This design comes from an exercise in tuning for a short achievable clock period and few clock cycles on the open sky130 flow, not from production work. Only simulation tests tie the RTL to the original design; equivalence was not proved. No activity file was given, so power comes from the tool's default toggle rates.

$ cat config.mk
export PLATFORM = sky130hd
export DESIGN_NAME = pipe
export DESIGN_NICKNAME = pipe
export VERILOG_FILES = /design/flow/design.v
export SDC_FILE = /design/flow/constraint.sdc
export NUM_CORES = 8
export LEC_CHECK = 0
export CAP_MARGIN = 20
export CORE_MARGIN = 2
export CORE_UTILIZATION = 40
export SLEW_MARGIN = 20
$ cat constraint.sdc
create_clock -name core_clock -period 7.5 [get_ports {clk}]
set_input_delay 1.5000 -clock core_clock [delete_from_list [all_inputs] [get_ports {clk}]]
set_output_delay 1.5000 -clock core_clock [all_outputs]
set_load 0.01 [all_outputs]
$ cat design.v
module adder (
	input    wire	signed  [31:0]	i_SrcA    	  ,
	input    wire	signed  [31:0]	i_SrcB		  ,
	output   wire	signed  [31:0]	o_AdderResult	 
	);
assign o_AdderResult = i_SrcA + i_SrcB ;
endmodule
module mux2 (
    input    wire  [31:0]  i_DataInA  ,
    input    wire  [31:0]  i_DataInB  ,
    input    wire          i_Select   ,
    output   reg   [31:0]  o_DataOut 
    );
always @(*) 
    begin
        case (i_Select)
        1'b0:
            begin
                o_DataOut = i_DataInA ;
            end
        1'b1:
            begin
                o_DataOut = i_DataInB ;
            end
        default:
            begin
                o_DataOut = 32'b0 ;
            end
        endcase
    end
endmodule
module mux3 (
    input    wire  [31:0]  i_DataInA  ,
    input    wire  [31:0]  i_DataInB  ,
    input    wire  [31:0]  i_DataInC  ,
    input    wire  [1:0]   i_Select   ,
    output   reg   [31:0]  o_DataOut 
    );
always @(*) 
    begin
        case (i_Select)
        2'b00:
            begin
                o_DataOut = i_DataInA ;
            end
        2'b01:
            begin
                o_DataOut = i_DataInB ;
            end
        2'b10:
            begin
                o_DataOut = i_DataInC ;
            end
        default:
            begin
                o_DataOut = 32'b0 ;
            end
        endcase
    end
endmodule
module extend (
	input    wire	[31:7]	i_Imm    ,
	input    wire	[1:0]	i_ImmSrc ,
	output   reg	[31:0]	o_ImmExt  
	);
always @(*) 
	begin
		case (i_ImmSrc)
		2'b00:  
			begin
				o_ImmExt = { {20{i_Imm[31]}} , i_Imm[31:20] } ;
			end
		2'b01:  
			begin
				o_ImmExt = { {20{i_Imm[31]}} , i_Imm[31:25] , i_Imm[11:7] } ;
			end
		2'b10:  
			begin
				o_ImmExt = { {20{i_Imm[31]}} , i_Imm[7] , i_Imm[30:25] , i_Imm[11:8] , 1'b0 } ;
			end
		2'b11:  
			begin
				o_ImmExt = { {12{i_Imm[31]}} , i_Imm[19:12] , i_Imm[20] , i_Imm[30:21] , 1'b0 } ;
			end
		default:
			begin
				o_ImmExt = 32'b0 ;
			end
		endcase
	end
endmodule
module alu (
	input    wire	[31:0]	i_SrcA    ,
	input    wire	[31:0]	i_SrcB    ,
	input    wire	[3:0]	i_ALUCtrl ,
	output   reg	[31:0]	o_ALUResult
	);
wire [31:0] sum  = i_SrcA + i_SrcB ;
wire [31:0] diff = i_SrcA - i_SrcB ;
always @(*)
	begin
		case (i_ALUCtrl)
		4'b0000: o_ALUResult = sum ;                                    
		4'b0001: o_ALUResult = diff ;                                   
		4'b0010: o_ALUResult = i_SrcA & i_SrcB ;                        
		4'b0011: o_ALUResult = i_SrcA | i_SrcB ;                        
		4'b0100: o_ALUResult = i_SrcA << i_SrcB[4:0] ;                  
		4'b0101: o_ALUResult = {31'b0, $signed(i_SrcA) < $signed(i_SrcB)} ;  
		4'b0110: o_ALUResult = i_SrcA ^ i_SrcB ;                        
		4'b0111: o_ALUResult = i_SrcA >> i_SrcB[4:0] ;                  
		4'b1000: o_ALUResult = {31'b0, i_SrcA < i_SrcB} ;               
		4'b1111: o_ALUResult = $signed(i_SrcA) >>> i_SrcB[4:0] ;        
		default: o_ALUResult = 32'b0 ;
		endcase
	end
endmodule
module maindec(
	input wire [6:0] op,
	output wire [1:0] ResultSrc,
	output wire MemWrite,
	output wire Branch, ALUSrcA, ALUSrcB,
	output wire RegWrite, Jump,
	output wire [1:0] ImmSrc,
	output wire [1:0] ALUOp
	);
reg [11:0] controls;
assign {RegWrite, ImmSrc, ALUSrcA, ALUSrcB, MemWrite, ResultSrc, Branch, ALUOp, Jump} = controls;
always @ (*)
	case(op)
		7'b0000011: controls = 12'b1_00_1_1_0_01_0_00_0;  
		7'b0100011: controls = 12'b0_01_1_1_1_00_0_00_0;  
		7'b0110011: controls = 12'b1_00_1_0_0_00_0_10_0;  
		7'b1100011: controls = 12'b0_10_0_1_0_00_1_00_0;  
		7'b0010011: controls = 12'b1_00_1_1_0_00_0_10_0;  
		7'b1101111: controls = 12'b1_11_0_1_0_10_0_00_1;  
		7'b1100111: controls = 12'b1_00_1_1_0_10_0_00_1;  
		default: 	controls = 12'b0_00_0_0_0_00_0_00_0;  
	endcase
endmodule
module aludec(input wire opb5,
	input wire [2:0] funct3,
	input wire funct7b5,
	input wire [1:0] ALUOp,
	output reg [3:0] ALUControl);
wire RtypeSub;
assign RtypeSub = funct7b5 & opb5;  
always @ (*) begin
	case(ALUOp)
		2'b00: ALUControl = 4'b0000;  
		2'b01: ALUControl = 4'b0001;  
		default: case(funct3)  
			3'b000: if (RtypeSub)
				ALUControl = 4'b0001;  
			else
				ALUControl = 4'b0000;  
			3'b001: ALUControl = 4'b0100;  
			3'b010: ALUControl = 4'b0101;  
			3'b011: ALUControl = 4'b1000;  
			3'b100: ALUControl = 4'b0110;  
			3'b101: if (~funct7b5)
				ALUControl = 4'b0111;	 
			else
				ALUControl = 4'b1111;   
			3'b110: ALUControl = 4'b0011;  
			3'b111: ALUControl = 4'b0010;  
			default: ALUControl = 4'bxxxx;  
			endcase
	endcase
end
endmodule
module cIDIEx (input wire clk, reset, clear,
        input wire RegWriteD, MemWriteD, JumpD, BranchD, ALUSrcAD,
		input wire ALUSrcBD,
        input wire [1:0] ResultSrcD, 
        input wire [3:0] ALUControlD,  
        input wire [2:0] funct3D,
        output reg RegWriteE, MemWriteE, JumpE, BranchE,  ALUSrcAE,
		output reg ALUSrcBE,
        output reg [1:0] ResultSrcE,
        output reg [3:0] ALUControlE,
        output reg [2:0] funct3E);
always @( posedge clk or negedge reset ) begin
		if (!reset) begin
			RegWriteE <= 0;
			MemWriteE <= 0;
			JumpE <= 0;
			BranchE <= 0; 
			ALUSrcAE <= 0;
			ALUSrcBE <= 0;
			ResultSrcE <= 0;
			ALUControlE <= 0;          
			funct3E <= 0;
		end
		else if (clear) begin
			RegWriteE <= 0;
			MemWriteE <= 0;
			JumpE <= 0;
			BranchE <= 0; 
			ALUSrcAE <= 0;
			ALUSrcBE <= 0;
			ResultSrcE <= 0;
			ALUControlE <= 0;    			
			funct3E <= 0;
		end
		else begin
			RegWriteE <= RegWriteD;
			MemWriteE <= MemWriteD;
			JumpE <= JumpD;
			BranchE <= BranchD; 
			ALUSrcAE <= ALUSrcAD;
			ALUSrcBE <= ALUSrcBD;
			ResultSrcE <= ResultSrcD;
			ALUControlE <= ALUControlD;   
			funct3E <= funct3D;
		end
	 end
endmodule
module cIExIM (input wire clk, reset,
                input wire RegWriteE, MemWriteE,
                input wire [1:0] ResultSrcE,  
                output reg RegWriteM, MemWriteM,
                output reg [1:0] ResultSrcM);
    always @( posedge clk or negedge reset ) begin
        if (!reset) begin
            RegWriteM <= 0;
            MemWriteM <= 0;
            ResultSrcM <= 0;
        end
        else begin
            RegWriteM <= RegWriteE;
            MemWriteM <= MemWriteE;
            ResultSrcM <= ResultSrcE; 
        end
    end
endmodule
module cIMIW (input wire clk, reset, 
                input wire RegWriteM, 
                input wire [1:0] ResultSrcM, 
                output reg RegWriteW, 
                output reg [1:0] ResultSrcW);
    always @( posedge clk or negedge reset ) begin
        if (!reset) begin
            RegWriteW <= 0;
            ResultSrcW <= 0;           
        end
        else begin
            RegWriteW <= RegWriteM;
            ResultSrcW <= ResultSrcM;  
        end
    end
endmodule
module controller(input wire clk, reset,
						input wire [6:0] op,
						input wire [2:0] funct3,
						input wire funct7b5,
						input wire ZeroE,
						input wire SignE,
						input wire LtuE,
						input wire FlushE,
						output wire ResultSrcE0,
						output wire [1:0] ResultSrcW,
						output wire MemWriteM,
						output wire PCSrcE, ALUSrcAE, ALUSrcBE,
						output wire RegWriteM, RegWriteW,
						output wire [1:0] ImmSrcD,
						output wire [3:0] ALUControlE);
wire [1:0] ALUOpD;
wire [1:0] ResultSrcD, ResultSrcE, ResultSrcM;
wire [3:0] ALUControlD;
wire [2:0] funct3E;
wire BranchD, BranchE, MemWriteD, MemWriteE, JumpD, JumpE;
wire ZeroOp, ALUSrcAD, RegWriteD, RegWriteE, ALUSrcBD;
wire SignOp;
wire BranchOp;
maindec md(op, ResultSrcD, MemWriteD, BranchD, ALUSrcAD, ALUSrcBD, RegWriteD, JumpD, ImmSrcD, ALUOpD);
aludec ad(op[5], funct3, funct7b5, ALUOpD, ALUControlD);
cIDIEx c_pipreg0(clk, reset, FlushE, RegWriteD, MemWriteD, JumpD, BranchD, ALUSrcAD, ALUSrcBD, ResultSrcD, ALUControlD, funct3,
										RegWriteE, MemWriteE, JumpE, BranchE, ALUSrcAE, ALUSrcBE, ResultSrcE, ALUControlE, funct3E);
assign ResultSrcE0 = ResultSrcE[0];
cIExIM c_pipreg1(clk, reset, RegWriteE, MemWriteE, ResultSrcE, RegWriteM,  MemWriteM, ResultSrcM);
cIMIW c_pipreg2 (clk, reset, RegWriteM, ResultSrcM, RegWriteW, ResultSrcW);
assign ZeroOp = ZeroE ^ funct3E[0];  
assign SignOp = (funct3E[1] ? LtuE : SignE) ^ funct3E[0];  
assign BranchOp = funct3E[2] ? (SignOp) : (ZeroOp); 
assign PCSrcE = (BranchE & BranchOp) | JumpE;
endmodule
module hazard(input wire [4:0] Rs1D, Rs2D, Rs1E, Rs2E,
                input wire [4:0] RdE, RdM, RdW,
                input wire RegWriteM, RegWriteW,
				    input wire ResultSrcE0, PCSrcE,
                output reg [1:0] ForwardAE, ForwardBE,
                output wire StallD, StallF, FlushD, FlushE);
wire lwStall;
    always @ (*) begin
	    ForwardAE = 2'b00;
		 ForwardBE = 2'b00;
        if ((Rs1E == RdM) & (RegWriteM) & (Rs1E != 0))  
            ForwardAE = 2'b10;  
        else if ((Rs1E == RdW) & (RegWriteW) & (Rs1E != 0))
            ForwardAE = 2'b01;  
        if ((Rs2E == RdM) & (RegWriteM) & (Rs2E != 0))
            ForwardBE = 2'b10;  
        else if ((Rs2E == RdW) & (RegWriteW) & (Rs2E != 0))
            ForwardBE = 2'b01;  
	  end
   assign lwStall = (ResultSrcE0 == 1) & ((RdE == Rs1D) | (RdE == Rs2D));
	assign StallF = lwStall;
	assign StallD = lwStall;
	assign FlushE = lwStall | PCSrcE;
	assign FlushD = PCSrcE;
endmodule
module regfile (
	input    wire			i_CLK   ,
	input    wire			i_Reset ,
	input    wire	[4:0]	i_A1	,
	input    wire	[4:0]	i_A2	,
	input    wire	[4:0]	i_A3	,
	input    wire			i_WE3	,
	input    wire	[31:0]	i_WD3	,
	output   wire	[31:0]	o_RD1	,
	output   wire	[31:0]	o_RD2  
	);
reg [31:0] register [31:0] ;
integer i ;
always @(posedge i_CLK or negedge i_Reset) 
	begin
		if (!i_Reset)
			begin
				for (i=0 ; i<32 ; i=i+1)
					begin
						register[i] <= 32'b0 ;
					end
			end
		else if (i_WE3) 
			begin
				register[i_A3] <= i_WD3 ;
			end
	end
assign  o_RD1 = (i_A1 == 5'b0) ? 32'b0 : ((i_WE3 && (i_A3 == i_A1)) ? i_WD3 : register[i_A1]) ;
assign  o_RD2 = (i_A2 == 5'b0) ? 32'b0 : ((i_WE3 && (i_A3 == i_A2)) ? i_WD3 : register[i_A2]) ;
endmodule
module d_ff (
	input    wire  [31:0]	i_D     ,
	input    wire 		    i_CLK	,
	input    wire 		    i_Reset ,
	input    wire 		    i_En    ,
	output   reg   [31:0]	o_Q	 
	);
always @(posedge i_CLK or negedge i_Reset) 
	begin
		if (!i_Reset) 
			begin
				o_Q <= 32'b0 ;
			end
		else if (i_En)
			begin
				o_Q <= i_D ;
			end
	end
endmodule
module ifid (
    input  wire        clk,
    input  wire        rst,
    input  wire        en,
    input  wire        clear,
    input  wire [31:0] InstrF,
    input  wire [31:0] PC,
    input  wire [31:0] Adder4,
    output reg  [31:0] InstrD,
    output reg  [31:0] PCD,
    output reg  [31:0] Adder4D
);
always @(posedge clk or negedge rst) begin
    if (!rst) begin
        InstrD  <= 32'b0;
        PCD     <= 32'b0;
        Adder4D <= 32'b0;
    end else if (clear) begin
        InstrD  <= 32'b0;
        PCD     <= 32'b0;
        Adder4D <= 32'b0;
    end else if (en) begin
        InstrD  <= InstrF;
        PCD     <= PC;
        Adder4D <= Adder4;
    end
end
endmodule
module idex (
    input  wire        clk,
    input  wire        rst,
    input  wire [31:0] PCD,
    input  wire [31:0] Adder4D,
    input  wire [31:0] RD1D,
    input  wire [31:0] RD2D,
    input  wire [31:0] ImmOD,
    input  wire [4:0]  RDD, RS1D, RS2D,
    output reg  [31:0] PCE,
    output reg  [31:0] Adder4E,
    output reg  [31:0] RD1E,
    output reg  [31:0] RD2E,
    output reg  [31:0] ImmOE,
    output reg  [4:0]  RDE, RS1E, RS2E
);
always @(posedge clk or negedge rst) begin
    if (!rst) begin
        PCE      <= 32'b0;
        Adder4E  <= 32'b0;
        RD1E     <= 32'b0;
        RD2E     <= 32'b0;
        ImmOE    <= 32'b0;
        RDE      <= 5'b0;
		  RS1E      <= 5'b0;
		  RS2E      <= 5'b0;
    end else begin
        PCE      <= PCD;
        Adder4E  <= Adder4D;
        RD1E     <= RD1D;
        RD2E     <= RD2D;
        ImmOE    <= ImmOD;
        RDE      <= RDD;
		  RS1E      <= RS1D;
		  RS2E      <= RS2D;
    end
end
endmodule
module exmem (
    input  wire        clk,
    input  wire        rst,
    input  wire [31:0] Adder4E,
    input  wire [31:0] ALUResultE,
    input  wire [31:0] BE,
    input  wire [4:0]  RDE,
    output reg  [31:0] Adder4M,
    output reg  [31:0] ALUResultM,
    output reg  [31:0] BM,
    output reg  [4:0]  RDM
);
always @(posedge clk or negedge rst) begin
    if (!rst) begin
        Adder4M    <= 32'b0;
        ALUResultM <= 32'b0;
        BM         <= 32'b0;
        RDM        <= 5'b0;
    end else begin
        Adder4M    <= Adder4E;
        ALUResultM <= ALUResultE;
        BM         <= BE;
        RDM        <= RDE;
    end
end
endmodule
module memwb (
    input  wire        clk,
    input  wire        rst,
    input  wire [31:0] Adder4M,
    input  wire [31:0] ALUResultM,
    input  wire [31:0] ReadDataM,
    input  wire [4:0]  RDM,
    output reg  [31:0] Adder4W,
    output reg  [31:0] ALUResultW,
    output reg  [31:0] ReadDataW,
    output reg  [4:0]  RDW
);
always @(posedge clk or negedge rst) begin
    if (!rst) begin
        Adder4W    <= 32'b0;
        ALUResultW <= 32'b0;
        ReadDataW  <= 32'b0;
        RDW        <= 5'b0;
    end else begin
        Adder4W    <= Adder4M;
        ALUResultW <= ALUResultM;
        ReadDataW  <= ReadDataM;
        RDW        <= RDM;
    end
end
endmodule
module datapath0(	input  wire clk, rst,
input wire [31:0] InstrF,
input wire [3:0]  ALUCtrLE,
input wire        ALUSrcAE, ALUSrcBE, RegWriteW, PCSrc,
input wire        StallF, StallD, FlushD,
input wire [1:0]  ForwardAE, ForwardBE, ImmSrcD, ResultSrcW,
output wire [31:0] InstrD, PC,
output wire [31:0] ALUResultM, BM,
input wire [31:0] ReadDataM,
output wire [4:0] RS1D, RS2D, RS1E, RS2E,
output wire [4:0] RDE, RDM, RDW,
output wire ZeroE, SignE, LtuE
);
wire [31:0] IfPC, Adder4, PCD, Adder4D, PCE, Adder4E, Adder4M, Adder4W;
wire [31:0] ALUResultE, ALUResultW;
wire [31:0] RD1D, RD2D, ImmOD, RD1E, RD2E, ImmOE;
wire [4:0]  RDD;
wire [31:0] AE, BE, ScrAE, ScrBE, ResultW, ReadDataW;
adder a0(PC, 32'd4, Adder4);
mux2 m_pcnext(Adder4, ALUResultE, PCSrc, IfPC);
d_ff pc0(IfPC, clk, rst, ~StallF, PC);
ifid i1(	clk, rst, ~StallD, FlushD, InstrF, PC, Adder4, 
			InstrD, PCD, Adder4D);
assign RS1D = InstrD[19:15];
assign RS2D = InstrD[24:20];	
assign RDD = InstrD[11:7];		
regfile reg0(	clk, rst, RS1D, RS2D, RDW, RegWriteW, ResultW,  
					RD1D, RD2D);
extend imm0(	InstrD[31:7], ImmSrcD,
					ImmOD);
idex i2(	clk, rst, PCD, Adder4D, RD1D, RD2D, ImmOD, RDD, RS1D, RS2D,
			PCE, Adder4E, RD1E, RD2E, ImmOE, RDE, RS1E, RS2E);
mux3 ma1(RD1E, ResultW, ALUResultM, ForwardAE, AE);
mux2 ma2(PCE, AE, ALUSrcAE, ScrAE);
mux3 mb1(RD2E, ResultW, ALUResultM, ForwardBE, BE);
mux2 mb2(BE, ImmOE, ALUSrcBE, ScrBE);
alu alu0(ScrAE, ScrBE, ALUCtrLE, ALUResultE);
assign ZeroE = (AE == BE);
assign SignE = ($signed(AE) < $signed(BE));
assign LtuE  = (AE < BE);
exmem i3(clk, rst, Adder4E, ALUResultE, BE, RDE, 
			Adder4M, ALUResultM, BM, RDM); 
memwb i4(clk, rst, Adder4M, ALUResultM, ReadDataM, RDM, 
			Adder4W, ALUResultW, ReadDataW, RDW);
mux3 wb(ALUResultW, ReadDataW, Adder4W, ResultSrcW, ResultW);
endmodule
module pipe(
    input  wire        clk,
    input  wire        rst,
    input  wire [31:0] InstrF,
	 output wire [31:0] PC,
	 output wire MemWriteM,
    output wire [31:0] ALUResultM,
    output wire [31:0] BM,
	 input  wire [31:0] ReadDataM
);
    wire [3:0]  ALUCtrLE;
    wire        ALUSrcAE, ALUSrcBE;
    wire        RegWriteM, RegWriteW, PCSrc, ResultSrcE0;
    wire [1:0]  ImmSrcD, ResultSrcW;
    wire [1:0]  ForwardAE, ForwardBE;
    wire        StallF, StallD, FlushD, FlushE;
    wire [4:0]  RS1D, RS2D, RS1E, RS2E;
    wire [4:0]  RDE, RDM, RDW;
    wire        ZeroE, SignE, LtuE;
	 wire [31:0] InstrD;
    controller control_unit (
        .clk(clk),
        .reset(rst),
        .op(InstrD[6:0]),
        .funct3(InstrD[14:12]),
        .funct7b5(InstrD[30]),
        .ZeroE(ZeroE),
        .SignE(SignE),
        .LtuE(LtuE),
        .FlushE(FlushE),
        .ResultSrcE0(ResultSrcE0),
        .ResultSrcW(ResultSrcW),
        .MemWriteM(MemWriteM),
        .PCSrcE(PCSrc),
        .ALUSrcAE(ALUSrcAE),
        .ALUSrcBE(ALUSrcBE),
        .RegWriteM(RegWriteM),
        .RegWriteW(RegWriteW),
        .ImmSrcD(ImmSrcD),
        .ALUControlE(ALUCtrLE)
    );
    datapath0 datapath01 (
        .clk(clk),
        .rst(rst),
        .InstrF(InstrF),
        .ALUCtrLE(ALUCtrLE),
        .ALUSrcAE(ALUSrcAE),
        .ALUSrcBE(ALUSrcBE),
        .RegWriteW(RegWriteW),
        .PCSrc(PCSrc),
        .StallF(StallF),
        .StallD(StallD),
        .FlushD(FlushD),
        .ForwardAE(ForwardAE),
        .ForwardBE(ForwardBE),
        .ImmSrcD(ImmSrcD),
        .ResultSrcW(ResultSrcW),
        .InstrD(InstrD),
		  .PC(PC),
        .ALUResultM(ALUResultM),
        .BM(BM),
        .ReadDataM(ReadDataM),
        .RS1D(RS1D), .RS2D(RS2D),
        .RS1E(RS1E), .RS2E(RS2E),
        .RDE(RDE), .RDM(RDM), .RDW(RDW),
        .ZeroE(ZeroE), .SignE(SignE), .LtuE(LtuE)
    );
    hazard haz (
        .Rs1D(RS1D),
        .Rs2D(RS2D),
        .Rs1E(RS1E),
        .Rs2E(RS2E),
        .RdE(RDE),
        .RdM(RDM),
        .RdW(RDW),
        .RegWriteM(RegWriteM), 
        .RegWriteW(RegWriteW),
        .ResultSrcE0(ResultSrcE0),
        .PCSrcE(PCSrc),
        .ForwardAE(ForwardAE),
        .ForwardBE(ForwardBE),
        .StallD(StallD),
        .StallF(StallF),
        .FlushD(FlushD),
        .FlushE(FlushE)
    );
endmodule
$ cat run.sh
#!/bin/bash
# synth_recipe.tcl (not shown) runs the flow's synth.tcl, then flattens the netlist and writes it again
# the make line also repeats each setting of config.mk as NAME=value (left out here)
make -C /OpenROAD-flow-scripts/flow DESIGN_CONFIG=/design/flow/config.mk WORK_HOME=/design/flow/orfs CLKGATE_MAP_FILE= SYNTH_SCRIPT=/design/flow/synth_recipe.tcl finish
==> reports/results.tsv <==
metric	value	unit
outcome	finished clean	
cts_buffers	165	
synth_area_leaders	dfrtp_1 (50%), a21oi_1 (6.3%), nor2_1 (4.9%), a22oi_1 (4.4%), o21ai_0 (4.1%)	
worstPathMaxFanout	34	
avgSynthCellArea	9.235	um^2
gp_congestion	1.018	
critPathLaunchType	flip-flop	
crit_chain	buf_4 -> nor2b_4 -> a22oi_2 -> buf_4 -> nand2_1 -> o21ai_0 -> o21ai_0 -> mux2_2 -> ha_1 -> or4_1 -> nor3_1 -> nand2_1 -> o31ai_1 -> a21oi_1 -> a31oi_1 -> a311o_1 -> mux2i_1 -> o22ai_1 -> or4_1 -> a221o_1	
postCtsSetupBuffers	0	
tns	0	ns
dp_hpwl	253.7	mm
synth-compound-area-share	25.78	%
fp.dieW	439.7	um
powerDensity	297.9	nW/um^2
rsz0062_at_grt	no	
leakage	37.57	nW
period_needed	6.891	ns
grt_pass1_vias	70320	
row_count	159	
r2r_start	control_unit.c_pipreg2.ResultSrcW[0]	
synthFlopType	dfrtp_1	
setup_viol	0	
initial_core_util	40.34	%
reg2regPathDepth	20	
slowest_stage	or4_1	
grt_pass1_wl	550.2	mm
synth_cell_types	94	
cp_top_family	compound AO/OA/AOI/OAI gates	
holdPathEnd	datapath01.i4.Adder4W[12]	
cts_tree	done	
ys_seq_area_share	49.54	%
clockPowerShare	33.5	%
syn_to_final_growth	14.85	%
ys_warn_count	17	
syn-cell-area	75920	um^2
cts_resized	0	
antenna_found_initial	29	
min_period_over_period	91.87	%
placed_cells	10450	
synth_cells	8221	
vias_per_cell	6.933	
pwr-share-comb	26.5	%
fill_cells	17990	
yosysTopAreaCell	dfrtp_1	
dieHeight	439.7	um
peakVddDrop	0.2737	mV
clock-sinks	1503	
nets	8321	
r2r_slack	0.61	ns
largest-register	datapath01.reg0.register	
cp_data_required_time	8.19	ns
final-max-slew-violation-count	0	
drtAntennaViolNets	0	
relSlewSlack	3.473	%
hold_class	reg2reg	
yosys.area_share.xor_xnor	1.073	%
holdBufCountCts	0	
max_cap_viol_count	0	
worst-path-buf-inv	2	
slowest_delay	0.55	ns
multi_input_area	35780	um^2
fin_skew	0.07251	ns
num_vias	74730	
largest_reg_flops	992	
final_cell_area	87200	um^2
ff_latch_area	37610	um^2
critical_path_class	reg2reg	
ios	163	
path_clk_slew	0.06	ns
switching_share	37.31	%
htree_levels	4	
cp-end-kind	flip-flop	
place_area	81320	um^2
drc	0	
r2r-end	datapath01.pc0.o_Q[29]	
drt_iter0_drc	13710	
holdPathStages	0	
syn-num-nets	8422	
async_flop_share	100.0	%
synth_top_family_by_area	compound AO/OA/AOI/OAI gates	
wire_per_inst	36.94	um
yosys.area_share.adder	2.245	%
io_buffers	162	
fmax	145.1	MHz
worst_pin_slew	1.444	ns
yosys_register_bits	1503	
root_buffer	clkbuf_16	
setup.worst_path.start	control_unit.c_pipreg2.ResultSrcW[0]	
clockBufferDepth	3	
grt_use_total	40.23	%
synthMuxAreaShare	3.177	%
finalHoldViolCount	0	
switchingPower	9.690	mW
dr.pass1.iters	15	
layoutNonFillerInstCount	10780	
dpl_worst_slack	0.9082	ns
arrival	7.58	ns
routed_wl	398.1	mm
synth_edf_count	0	
grt_start_max_net_pins	167	
setup_slack	0.6095	ns
synth_top_area_share	49.54	%
drive_gt1_share	10.39	%
dieArea	193300	um^2
p_seq_share	39.9	%
clkLatencyLatePin	0.86	ns
min_from	datapath01.i3.Adder4M[12]	
grt-ovfl-total	0	
yosys.area_share.simple	13.70	%
intPower	16.29	mW
power	25.98	mW
core_region_area	188200	um^2
## through the flow
| step | utilization (%) | hold slack, ns |
|---|---|---|
| finish | 46.33 | 0.3367 |
| global route | 46.30 | 0.3436 |
| CTS | 46.28 | 0.3229 |
| detailed placement | 43.21 | 0.3347 |
| global placement | 43.18 | 0.3325 |
| floorplan | - | 0.3312 |
## layer usage
layer	GRT usage (%)	vias up	wire, um
li1	-	29920	-
met1	50.39	36350	144300
met2	57.65	6480	163400
met3	16.21	1954	57290
met4	24.94	30	32800
met5	0.5211	-	392
## how the worst max path moves through the flow
stage | to | slack [ns] | cells past startpoint
after floorplan | datapath01.pc0.o_Q[29] | 1.48 | 21
after global placement | datapath01.pc0.o_Q[29] | 0.92 | 21
after detailed placement | datapath01.pc0.o_Q[29] | 0.91 | 18
after CTS | datapath01.pc0.o_Q[29] | 0.83 | 18
after global routing | datapath01.pc0.o_Q[29] | 0.35 | 19
final | datapath01.pc0.o_Q[29] | 0.61 | 20
## cell usage after synthesis, types with 31 or more instances
cell type,count
a211oi_1,51
ha_1,133
xnor2_1,61
nand3_1,114
mux2i_1,157
nand4_1,147
a21oi_1,949
o211ai_1,44
a22o_1,207
nor2b_1,44
clkbuf_1,643
a222oi_1,65
buf_1,66
o21ai_0,628
nor2_1,995
mux2_2,58
a221oi_1,263
a22oi_1,442
nor3_1,102
inv_1,132
buf_2,31
dfrtp_1,1503
and3_1,33
xor2_1,32
nand2_1,761
a21o_1,35
o21a_1,49
o22ai_1,35
a31oi_1,40
## cells by family (layout without fill, tap and decap cells)
kind of cell / after synthesis / after routing
buffers and inverters: 884 / 917
DFF: 1503 / 1503
and+or+nand+nor: 2377 / 2377
xor gates and xnor gates: 93 / 93
adders and majority gates: 135 / 135
muxes: 224 / 224
other: 0 / 29
AOI/OAI and AO/OA: 3005 / 3005
## power groups by stage
stage,combinational (mW),sequential [mW],clock [mW]
2_1_floorplan,3.61,9.80,0
3_3_place_gp,6.59,10.5,0
3_5_place_dp,6.60,10.5,0
4_1_cts,6.63,10.3,8.73
5_1_grt,7.18,10.4,9.08
6_report,6.90,10.4,8.71
## cells in the final DEF, fill, tap and decap left out, types with 31 or more instances in the layout
cell	n
inv_1	132
o21ai_0	627
dfrtp_1	1500
nor2b_1	41
clkbuf_16	167
clkbuf_8	31
nor2_1	919
a22oi_1	436
a22o_1	207
xnor2_1	61
clkbuf_1	37
o211ai_1	44
a221oi_1	263
nand2_1	749
mux2_2	58
a222oi_1	65
mux2i_1	157
a21o_1	34
a21oi_1	927
nand4_1	147
o22ai_1	35
xor2_1	32
buf_4	296
nor2_4	76
nand3_1	113
o21a_1	49
a211oi_1	51
nor3_1	96
ha_1	133
and3_1	31
clkdlybuf4s50_1	161
a31oi_1	40
## area by class of cell
class | instances | share of cell area (%)
repair buffers | 481 | 4.963
clock inverters | 66 | 1.179
clock buffers | 235 | 5.441
multi-input cells | 5834 | 41.03
inverters | 135 | 0.5869
diodes | 29 | 0.08322
flip-flops and latches | 1503 | 43.14
well taps | 2495 | 3.580
Testbench counts, summed over its fixed seeds: cycles 34,187.

## separate check: timing with driven ports
The flow's constraints put no driver on any port. The routed layout listed below was extracted and timed again, unchanged, in two steps. Step 1, drivers: a clkbuf_16 drives clk and a buf_2 each remaining input, both assumed. Step 2 also shifts input and output timing later by t, the mid clock arrival at the registers, as if the neighbouring blocks saw the same clock. Slacks: no drivers / after step 1 / after step 2; pairs: no drivers / after step 1.
t, ns: 0.913
setup slack, ns: 0.609 / 0.609 / 0.609
clock arrival spread, ns: 0.074 / 0.073
After both steps setup and hold are still met in this run. The setup slack of this run moves by 0.000 ns with the drivers and by 0.000 ns with both steps.
